From an optimization exercise on the open Yosys and OpenROAD flow, aimed at small area; shortcuts taken in it are not production practice.
Only simulation tests tie the RTL to the original design; equivalence was not proved.
Power figures rest on the tool's default switching activity, not on a simulated workload.

==> flow/design.v <==
module ALU(
  input  [3:0]  OP,
  input         CIN,
  input  [15:0] A,
  input  [15:0] B,
  input  [15:0] M,
  output [1:0]  flgOut,
  output [15:0] out,
  output [15:0] P
  );
wire isAdd  = OP==4'd1;
wire isAddc = OP==4'd2;
wire isSub  = OP==4'd3;
wire isSubc = OP==4'd4;
wire sub    = isSub | isSubc;
wire cin    = isAddc ? CIN : isSub ? 1'b1 : isSubc ? ~CIN : 1'b0;
wire [15:0] bx = B ^ {16{sub}};
assign P = A ^ bx;
wire [16:0] sum = {1'b0, A} + {1'b0, bx} + {16'b0, cin};
wire big = |B[15:4];
function [15:0] rev;
  input [15:0] x;
  integer i;
  for (i = 0; i < 16; i = i + 1) rev[i] = x[15 - i];
endfunction
wire right = OP[1];
wire [15:0] shIn = right ? rev(A) : A;
wire [15:0] shl = big ? 16'd0 : (shIn << B[3:0]);
wire [15:0] shr = rev(shl);
wire [3:0] tt = OP == 4'd7 ? 4'b1000 : OP == 4'd8 ? 4'b1110 : OP == 4'd9 ? 4'b0011 : 4'b0110;
reg [15:0] lg;
integer li;
always @(*)
  for (li = 0; li < 16; li = li + 1) lg[li] = tt[{A[li], B[li]}];
reg [15:0] r;
always @(*) begin
  case (OP)
    4'd1, 4'd2, 4'd3, 4'd4: r = sum[15:0];
    4'd5:  r = shl;
    4'd6:  r = shr;
    4'd7, 4'd8, 4'd9, 4'd10: r = lg;
    4'd11: r = M;
    default: r = 16'd0;
  endcase
end
assign out = r;
wire carry = (isAdd | isAddc) & sum[16];
assign flgOut = {carry, ((r == 16'd0) | OP == 4'd11) & ~carry};
endmodule
module cpu(
  CLK,
  rst,
  MEMD,
  MEMRDY,
  addr,
  memDat,
  memWrite,
  halted
  );
input CLK;
input rst;
input [15:0] MEMD;
input MEMRDY;
output [31:0] addr;
output [15:0] memDat;
output memWrite;
output halted;
reg halt;
reg [15:0] os0, os1, os2, os3;  
reg c5, r5;                     
reg [5:0] ab5;                  
reg [15:0] registers[7:0];
reg [15:0] aS0, bS0;            
reg [31:0] abCombined;
reg [15:0] memOut;
reg memW;
reg [7:0] flags;
reg g, s;
reg [31:0] pCtr;
reg [31:0] stackPointer;
reg [1:0] addrMuxSelector;
reg popHi, popLo;               
assign halted = halt;
assign memDat = memOut;
assign memWrite = memW;
assign addr = addrMuxSelector == 2'd0 ? pCtr :
              addrMuxSelector == 2'd1 ? stackPointer : abCombined;
wire [6:0] op1 = os0[15:9];
wire [6:0] op2 = os1[15:9];
wire [6:0] op3 = os2[15:9];
wire [6:0] op4 = os3[15:9];
wire [2:0] aSel2 = os1[8:6];
wire [2:0] bSel2 = os1[5:3];
wire [2:0] cSel3 = os2[2:0];
wire [2:0] aSel4 = os3[8:6];
wire [2:0] bSel4 = os3[5:3];
wire [2:0] cSel4 = os3[2:0];
function blk;
  input [6:0] op;
  blk = (op >= 7'd42 && op <= 7'd45) || (op >= 7'd51 && op <= 7'd54) || op == 7'd60 || op == 7'd61;
endfunction
function isAlu;
  input [6:0] op;
  isAlu = op >= 7'd1 && op <= 7'd10;
endfunction
wire l3 = os2[15];
wire l4 = os3[15];
wire alu3 = isAlu(op3);
wire alu4 = isAlu(op4);
wire st3 = op3 == 7'd61;
wire jn4 = op4 == 7'd54;
wire cl4 = op4 == 7'd44;
wire pipeBlocked = halt || blk(op1) || blk(op2) || op2 == 7'd41 ||
                   blk(op3) || op3 == 7'd41 || blk(op4) || c5 || r5;
wire [2:0] pa = aSel2 | ({3{st3}} & cSel3) | ({3{jn4}} & aSel4) | ({3{c5}} & ab5[5:3]);
wire [2:0] pb = bSel2 | ({3{jn4}} & bSel4) | ({3{c5}} & ab5[2:0]);
wire [15:0] rA = registers[pa];
wire [15:0] rB = registers[pb];
wire [15:0] aluOut;
wire [1:0] aluFlags;
wire [15:0] aluP;
ALU alu(op3[3:0], flags[1], aS0, bS0, MEMD, aluFlags, aluOut, aluP);
wire same = ~|aluP;
reg greater;
integer gi;
always @(*) begin
  greater = 1'b0;
  for (gi = 0; gi < 16; gi = gi + 1)
    greater = aluP[gi] ? aS0[gi] : greater;
end
wire [15:0] lit4 = {1'b0, l3 ? os2[14:0] : os3[14:0]};
wire fw3 = op3 == 7'd40 || op3 == 7'd63 || alu3;
wire [15:0] x3 = l3 ? lit4 : alu3 ? aluOut : op3 == 7'd63 ? {8'd0, flags} : stackPointer[15:0];
wire [15:0] x4 = l4 ? lit4 : memOut;
wire aHit3 = (l3 && pa == 3'd7) || (fw3 && cSel3 == pa);
wire aHit4 = (l4 && pa == 3'd7) || (alu4 && cSel4 == pa);
wire aLsr = st3 && op4 == 7'd41 && cSel4 == pa;
wire bHit3 = (l3 && bSel2 == 3'd7) || (fw3 && cSel3 == bSel2);
wire bHit4 = (l4 && bSel2 == 3'd7) || (alu4 && cSel4 == bSel2);
wire [15:0] aNext = aHit3 ? x3 : aHit4 ? x4 : aLsr ? stackPointer[15:0] : rA;
wire [15:0] bNext = bHit3 ? x3 : bHit4 ? x4 : rB;
wire popW = op4 == 7'd43;
wire weHi = alu4 || l4 || op4 == 7'd40 || op4 == 7'd60 || (popW && popHi);
wire weLo = alu4 || l4 || op4 == 7'd40 || op4 == 7'd60 || op4 == 7'd63 || (popW && popLo);
wire [2:0] wSel = l4 ? 3'd7 : cSel4;
reg [15:0] wData;
always @(*) begin
  if (alu4 || l4 || popW) wData = x4;
  else if (op4 == 7'd40) wData = stackPointer[15:0];
  else if (op4 == 7'd60) wData = MEMD;
  else wData = {8'd0, flags};
end
wire spInc = op4 == 7'd43 || op4 == 7'd45 || op3 == 7'd45;
wire spDec = cl4 || op3 == 7'd44 || op2 == 7'd42;
reg [31:0] spStep;
reg spCarry;
integer si;
always @(*) begin
  spCarry = 1'b1;
  for (si = 0; si < 32; si = si + 1) begin
    spStep[si] = stackPointer[si] ^ spCarry;
    spCarry = spCarry & (stackPointer[si] ^ ~spInc);
  end
end
integer ri;
always @(posedge CLK) begin
  for (ri = 0; ri < 8; ri = ri + 1) begin
    if (rst || (weHi && wSel == ri)) registers[ri][15:8] <= rst ? 8'd0 : wData[15:8];
    if (rst || (weLo && wSel == ri)) registers[ri][7:0] <= rst ? 8'd0 : wData[7:0];
  end
end
always @(posedge CLK) begin
  aS0 <= aNext;
  bS0 <= bNext;
  if (!halt && op3 != 7'd53) abCombined <= {aS0, bS0};
  if (!halt) begin
    if (st3) memOut <= aNext;
    else if (op3 == 7'd44) memOut <= pCtr[31:16];
    else if (cl4) memOut <= pCtr[15:0];
    else if (op3 == 7'd62) memOut <= abCombined[31:16];
    else if (op3 == 7'd42) memOut <= aS0;
    else memOut <= aluOut;
  end
  if (op3 == 7'd43) begin
    popHi <= !((l4 && cSel3 == 3'd7) || (op4 == 7'd40 && cSel4 == cSel3));
    popLo <= !((l4 && cSel3 == 3'd7) || ((op4 == 7'd40 || op4 == 7'd63) && cSel4 == cSel3));
  end
  ab5 <= os3[8:3];
end
always @(posedge CLK) begin
  if (rst) begin
    halt <= 1'b0;
    os0 <= 16'd0; os1 <= 16'd0; os2 <= 16'd0; os3 <= 16'd0;
    c5 <= 1'b0; r5 <= 1'b0;
    memW <= 1'b0;
    flags <= 8'd0;
    g <= 1'b0; s <= 1'b0;
    pCtr <= 32'd0;
    stackPointer <= 32'd0;
    addrMuxSelector <= 2'd0;
  end else begin
    if (op4 == 7'd59) begin
      halt <= 1'b1;
      os0 <= 16'd0; os1 <= 16'd0; os2 <= 16'd0; os3 <= 16'd0;
      c5 <= 1'b0; r5 <= 1'b0;
    end else begin
      os0 <= pipeBlocked ? 16'd0 : MEMD;
      os1 <= os0; os2 <= os1; os3 <= os2;
      c5 <= cl4; r5 <= op4 == 7'd45;
    end
    if (op3 == 7'd42 || op3 == 7'd44 || st3) memW <= 1'b1;
    else if (op4 == 7'd42 || op4 == 7'd61 || c5) memW <= 1'b0;
    if (alu4) flags <= {6'd0, aluFlags};
    else if (op4 == 7'd50) flags[7:5] <= {g, ~(g | s), s};
    else if (op4 == 7'd62) flags <= memOut[7:0];
    if (op3 == 7'd50) begin
      g <= greater;
      s <= same;
    end
    if (c5 || (jn4 && flags[3])) pCtr <= {rA, rB};
    else if (op4 == 7'd51 || (op4 == 7'd52 && s) || (op4 == 7'd53 && g)) pCtr <= abCombined;
    else if (op4 == 7'd45) pCtr[31:16] <= MEMD;
    else if (op3 == 7'd45) pCtr[15:0] <= MEMD;
    else if (!pipeBlocked) pCtr <= pCtr + 32'd1;
    if (op4 == 7'd41) stackPointer <= abCombined;
    else if (spInc || spDec) stackPointer <= spStep;
    if (c5 || r5 || op4 == 7'd42 || op4 == 7'd43 || op4 == 7'd60 || op4 == 7'd61) addrMuxSelector <= 2'd0;
    else if (op3 == 7'd60 || op3 == 7'd61 || op2 == 7'd60 || op2 == 7'd61) addrMuxSelector <= 2'd2;
    else if (op2 >= 7'd42 && op2 <= 7'd45) addrMuxSelector <= 2'd1;
  end
end
endmodule
clock: 7.0 ns
lec_check: 0
cap_margin: 20
core_margin: 2
core_utilization: 55
slew_margin: 20
standard.sh (not shown) runs the stock make flow with config.mk's settings and CLKGATE_MAP_FILE= SYNTH_SCRIPT=/design/flow/synth_recipe.tcl, a recipe that flattens the netlist after the stock synthesis.
==> flow/flow/run.sh <==
#!/bin/bash
# Layout flow for this design: the standard layout (standard.sh) with
#  - synthesis as standard.sh runs it, except that ABC maps the logic with
#    flow/abc.script (delay-optimal mapping with extra area recovery, without
#    the gate upsizing and buffering of ORFS's speed script; the resizer
#    buffers and sizes after placement). Registers are mapped before ABC
#    runs, so they are the standard synthesis's, with the same names and cells.
#  - buf_1 port buffers,
#  - a clock tree of clkbuf_8 clusters of at most 12 sinks, without dummy loads.
# Each tool's output goes to synth.log and layout.log in this folder; ORFS's
# per-step logs are under orfs/logs.
set -euo pipefail
here=$(pwd)
mkdir -p synth_scripts
for f in "$FLOW_HOME"/scripts/*; do ln -s "$f" synth_scripts/; done
rm synth_scripts/abc_speed.script
cp flow/abc.script synth_scripts/abc_speed.script
SCRIPTS_DIR=$here/synth_scripts bash standard.sh synth > synth.log 2>&1
export BUFFER_PORTS_ARGS="-buffer_cell sky130_fd_sc_hd__buf_1"
export CTS_ARGS="-sink_clustering_enable -repair_clock_nets -dont_use_dummy_load -buf_list sky130_fd_sc_hd__clkbuf_8 -sink_clustering_size 12 -sink_clustering_max_diameter 60"
bash standard.sh > layout.log 2>&1
==> flow/flow/abc.script <==
&get -n
&st
&dch
&nf -F 10 -A 4
&put
topo
==> next run, changes <==
--- a/flow/design.v
+++ b/flow/design.v
@@ -6,6 +6,5 @@
   input  [15:0] M,
   output [1:0]  flgOut,
-  output [15:0] out,
-  output [15:0] P
+  output [15:0] out
   );
 wire isAdd  = OP==4'd1;
@@ -15,7 +14,5 @@
 wire sub    = isSub | isSubc;
 wire cin    = isAddc ? CIN : isSub ? 1'b1 : isSubc ? ~CIN : 1'b0;
-wire [15:0] bx = B ^ {16{sub}};
-assign P = A ^ bx;
-wire [16:0] sum = {1'b0, A} + {1'b0, bx} + {16'b0, cin};
+wire [16:0] sum = {1'b0, A} + {1'b0, B ^ {16{sub}}} + {16'b0, cin};
 wire big = |B[15:4];
 function [15:0] rev;
@@ -28,9 +25,4 @@
 wire [15:0] shl = big ? 16'd0 : (shIn << B[3:0]);
 wire [15:0] shr = rev(shl);
-wire [3:0] tt = OP == 4'd7 ? 4'b1000 : OP == 4'd8 ? 4'b1110 : OP == 4'd9 ? 4'b0011 : 4'b0110;
-reg [15:0] lg;
-integer li;
-always @(*)
-  for (li = 0; li < 16; li = li + 1) lg[li] = tt[{A[li], B[li]}];
 reg [15:0] r;
 always @(*) begin
@@ -39,5 +31,8 @@
     4'd5:  r = shl;
     4'd6:  r = shr;
-    4'd7, 4'd8, 4'd9, 4'd10: r = lg;
+    4'd7:  r = A & B;
+    4'd8:  r = A | B;
+    4'd9:  r = ~A;
+    4'd10: r = A ^ B;
     4'd11: r = M;
     default: r = 16'd0;
@@ -73,4 +68,5 @@
 reg [15:0] aS0, bS0;            
 reg [31:0] abCombined;
+reg [15:0] intermediateResult;
 reg [15:0] memOut;
 reg memW;
@@ -119,18 +115,11 @@
 wire [15:0] aluOut;
 wire [1:0] aluFlags;
-wire [15:0] aluP;
-ALU alu(op3[3:0], flags[1], aS0, bS0, MEMD, aluFlags, aluOut, aluP);
-wire same = ~|aluP;
-reg greater;
-integer gi;
-always @(*) begin
-  greater = 1'b0;
-  for (gi = 0; gi < 16; gi = gi + 1)
-    greater = aluP[gi] ? aS0[gi] : greater;
-end
+ALU alu(op3[3:0], flags[1], aS0, bS0, MEMD, aluFlags, aluOut);
+wire greater = aS0 > bS0;
+wire same = aS0 == bS0;
 wire [15:0] lit4 = {1'b0, l3 ? os2[14:0] : os3[14:0]};
 wire fw3 = op3 == 7'd40 || op3 == 7'd63 || alu3;
 wire [15:0] x3 = l3 ? lit4 : alu3 ? aluOut : op3 == 7'd63 ? {8'd0, flags} : stackPointer[15:0];
-wire [15:0] x4 = l4 ? lit4 : memOut;
+wire [15:0] x4 = l4 ? lit4 : intermediateResult;
 wire aHit3 = (l3 && pa == 3'd7) || (fw3 && cSel3 == pa);
 wire aHit4 = (l4 && pa == 3'd7) || (alu4 && cSel4 == pa);
@@ -173,4 +162,5 @@
   aS0 <= aNext;
   bS0 <= bNext;
+  intermediateResult <= aluOut;
   if (!halt && op3 != 7'd53) abCombined <= {aS0, bS0};
   if (!halt) begin
@@ -179,6 +169,5 @@
     else if (cl4) memOut <= pCtr[15:0];
     else if (op3 == 7'd62) memOut <= abCombined[31:16];
-    else if (op3 == 7'd42) memOut <= aS0;
-    else memOut <= aluOut;
+    else memOut <= aS0;
   end
   if (op3 == 7'd43) begin
Sequential power went up by about 4%.
Global-route usage came out lower by 0.94 points.
Power increases by 5.8%.
Via count goes up by 0.90%.
Count of clock-buffer cells in the layout increases by 3.
Hold slack is worse by 0.010 ns.
Flip-flop and latch count rose by 16.
Wire length went up by 2.4%.
Sequential share of layout area is about the same.

## what the ideal ports hide
In the flow no input, the clock included, has a driving cell. The finished layouts below were timed again as built, in two steps. Step 1: set_driving_cell puts a clkbuf_16 on CLK and a buf_2 on each other input, an assumption about the parent block. Step 2 adds t to the input delays and takes it off the output delays; t is the mean of the earliest and latest rising clock arrival at the registers after step 1. Input paths then give back, and output paths get back, about the clock's delay inside the block. a / b / c = ideal / step 1 / step 2; a / b = the first two.
run | t, ns | setup WS [ns] | worst hold slack (ns) | cell pins on the clock port's net
the first run | 0.662 | 0.973 / 0.973 / 0.973 | 0.373 / 0.373 / 0.373 | 1
the second run | 0.665 | 1.011 / 1.011 / 1.011 | 0.363 / 0.363 / 0.363 | 1
After both steps setup and hold are still met in every run listed.
